Background: an optimization exercise with open tools, aiming at small area, a short achievable clock period and few clock cycles per item. Do not read the settings as production practice.
The RTL was checked by simulation tests, not by an equivalence proof against the original design.
Power is estimated from default activity; no workload was simulated.

// division_float_32
module division_float_32(clock, start, operand1, operand2, result, finish, illegal);
export LEC_CHECK = 0
export ABC_AREA = 1
export CAP_MARGIN = 20
export CORE_MARGIN = 2
export CORE_UTILIZATION = 55
export CTS_BUF_LIST = sky130_fd_sc_hd__clkbuf_2 sky130_fd_sc_hd__clkbuf_4 sky130_fd_sc_hd__clkbuf_8
export SETUP_SLACK_MARGIN = 1.9
export SLEW_MARGIN = 20
create_clock -name core_clock -period 5.5 [get_ports {clock}]
standard.sh (not shown) runs the stock make flow with config.mk's settings and CLKGATE_MAP_FILE= SYNTH_SCRIPT=/design/flow/synth_recipe.tcl, a recipe that flattens the netlist after the stock synthesis.
==> flow/flow/run.sh <==
#!/bin/bash
# The standard layout, with plain buffers (sky130_fd_sc_hd__buf_1) on the
# ports instead of the default delay-cell buffers.
set -euo pipefail
bash standard.sh BUFFER_PORTS_ARGS="-buffer_cell sky130_fd_sc_hd__buf_1" finish > standard_flow.log 2>&1
Testbench counts at the start, summed over its fixed seeds: cycles 26,624, items 2,048.
Next try:
--- a/flow/config.mk
+++ b/flow/config.mk
@@ -10,5 +10,4 @@
 export CORE_MARGIN = 2
 export CORE_UTILIZATION = 55
-export CTS_BUF_LIST = sky130_fd_sc_hd__clkbuf_2 sky130_fd_sc_hd__clkbuf_4 sky130_fd_sc_hd__clkbuf_8
-export SETUP_SLACK_MARGIN = 1.9
+export SETUP_SLACK_MARGIN = 1.6
 export SLEW_MARGIN = 20
Area after synthesis stays the same.
Sequential cell count does not change.
Hold slack barely changes.
Sequential power went down by about 1%.

* * *

willow:
Another version of the RTL of division_float_32 (not shown whole).
Size in the first run: about 85 flip-flops, about 100 I/O pins.
==> flow/config.mk <==
export PLATFORM = sky130hd
export DESIGN_NAME = division_float_32
export DESIGN_NICKNAME = division_float_32
export VERILOG_FILES = /design/flow/design.v
export SDC_FILE = /design/flow/constraint.sdc
export NUM_CORES = 4
export LEC_CHECK = 0
export ABC_AREA = 1
export CAP_MARGIN = 20
export CORE_MARGIN = 2
export CORE_UTILIZATION = 65
export SETUP_SLACK_MARGIN = 1.85
export SLEW_MARGIN = 20
==> flow/constraint.sdc <==
create_clock -name core_clock -period 5.5 [get_ports {clock}]
set_input_delay 1.1000 -clock core_clock [delete_from_list [all_inputs] [get_ports {clock}]]
set_output_delay 1.1000 -clock core_clock [all_outputs]
set_load 0.01 [all_outputs]
==> flow/flow/run.sh <==
#!/bin/bash
# The standard layout (standard.sh: the standard synthesis and ORFS flow),
# with plain buffers (sky130_fd_sc_hd__buf_1) on the ports instead of the
# default delay-cell buffers. make's full output goes to standard_flow.log;
# ORFS keeps each step's own log under orfs/logs/.
set -euo pipefail
bash standard.sh BUFFER_PORTS_ARGS="-buffer_cell sky130_fd_sc_hd__buf_1" finish > standard_flow.log 2>&1
Testbench counts of willow, summed over its fixed seeds: cycles 26,624, items 2,048.
[inputs] onyx vs willow
Settings: changing SETUP_SLACK_MARGIN from 1.85 to 1.9; setting CTS_BUF_LIST to sky130_fd_sc_hd__clkbuf_2 sky130_fd_sc_hd__clkbuf_4 sky130_fd_sc_hd__clkbuf_8 for the first time.
==> results.txt <==
- onyx did not stop at any stage, and its layout met the timing, DRC and antenna checks.
- The sum of met2 wire segment lengths after detailed routing reported for onyx is greater than that of willow by 1.7%.
- Between willow and onyx, the maximum frequency is lower for willow.
- Critical path depth: willow and onyx compared, lower one is onyx
- Higher non-clock buffer count was reported by onyx, not willow.
- onyx against willow: level count of the clock H-tree held steady; global routing usage on met3 flat; sequential cell area ~0 delta; initial DRC count went down by 1.5%; post-synthesis cell area did not really move.
- Comparing willow and onyx, the lower summed area of non-filler cells in the final layout is on willow.
- Total power of onyx is higher than that of willow.
Input-level comparison between garnet and onyx:
Settings: CTS_BUF_LIST removed (was sky130_fd_sc_hd__clkbuf_2 sky130_fd_sc_hd__clkbuf_4 sky130_fd_sc_hd__clkbuf_8); CORE_UTILIZATION changed from 65 to 62; SETUP_SLACK_MARGIN changed from 1.9 to 1.95.
- garnet finished all stages; the layout is clean.
- ~same sequential cell area in the final layout in garnet and onyx
- Cell-internal power: garnet vs onyx up 7.0%
- A cell with the biggest individual delay on the critical path of sky130_fd_sc_hd__clkinvlp_2 is what onyx shows, while sky130_fd_sc_hd__nor4_1 belongs to garnet.
- Compared to onyx, garnet has setup slack 42 ps higher.
- onyx has lower number of buffers outside the clock class in the layout than garnet.
Relative to garnet, the following input files were edited for xenon:
Settings: a change of CORE_UTILIZATION from 62 to 65; a change of SETUP_SLACK_MARGIN from 1.95 to 1.9.
==> results.txt <==
Against garnet, xenon comes in 2.2% lower on horizontal die dimension.
On xenon: worst setup slack is 42 ps lower than what garnet gave.
Per the comparison of xenon with garnet, count of clock-buffer cells in the layout dropped 1; count of fill cells added during filler insertion dropped 88; peak fanout along the critical path climbed 4.
For yarrow, these inputs were changed with respect to xenon:
Settings: swapping 65 for 62 in CORE_UTILIZATION.
--- outcome ---
Relative to xenon, maximum frequency increased by 2.7 MHz in yarrow.
Between yarrow and xenon, the final cell count does not differ in any meaningful way.
xenon has a higher time the worst path needs with I/O delays and setup than yarrow.
Met3 layer usage reported by global route: yarrow vs xenon down 0.95 points
[compare] base=xenon new=yarrow: total routed wirelength lost 1100 um; clock edge transition at the registers on the reported setup and hold paths neither gained nor lost much; wire length of the first global-routing pass lost 590 um.

-- afterwards: timing with drivers on the ports --
Ports are ideal in the flow. The routed layouts listed here were re-timed in OpenROAD. Step 1, drivers: a clkbuf_16 drives clock and a buf_2 each remaining input, both assumed. Step 2 times the ports against the registers' clock, not the clock port: input delays grow and output delays shrink by t, the midpoint of the rising clock arrivals with the driver on. Slacks: ideal ports / drivers / drivers and shift; pairs: ideal ports / drivers.
| run | t, ns | setup slack, ns | clock arrival spread, ns | worst slew at a driven data input, ns | cell pins on the clock port's net |
|---|---|---|---|---|---|
| the first run of note 1 | 0.409 | 2.074 / 2.074 / 1.749 | 0.010 / 0.009 | 0.06 | 1 |
| the second run of note 1 | 0.390 | 1.839 / 1.859 / 1.469 | 0.005 / 0.005 | 0.06 | 1 |
| willow | 0.407 | 1.956 / 1.971 / 1.564 | 0.016 / 0.016 | 0.06 | 1 |
| onyx | 0.403 | 2.016 / 2.030 / 1.626 | 0.014 / 0.013 | 0.06 | 1 |
| garnet | 0.413 | 2.059 / 2.039 / 1.753 | 0.017 / 0.018 | 0.07 | 1 |
| xenon | 0.403 | 2.016 / 2.030 / 1.626 | 0.014 / 0.013 | 0.06 | 1 |
| yarrow | 0.412 | 2.049 / 2.030 / 1.762 | 0.015 / 0.016 | 0.07 | 1 |
After both steps every run listed still meets setup and hold. For willow, which loses most, drivers alone change the setup slack by +0.015 ns; drivers and shift together by -0.392 ns.
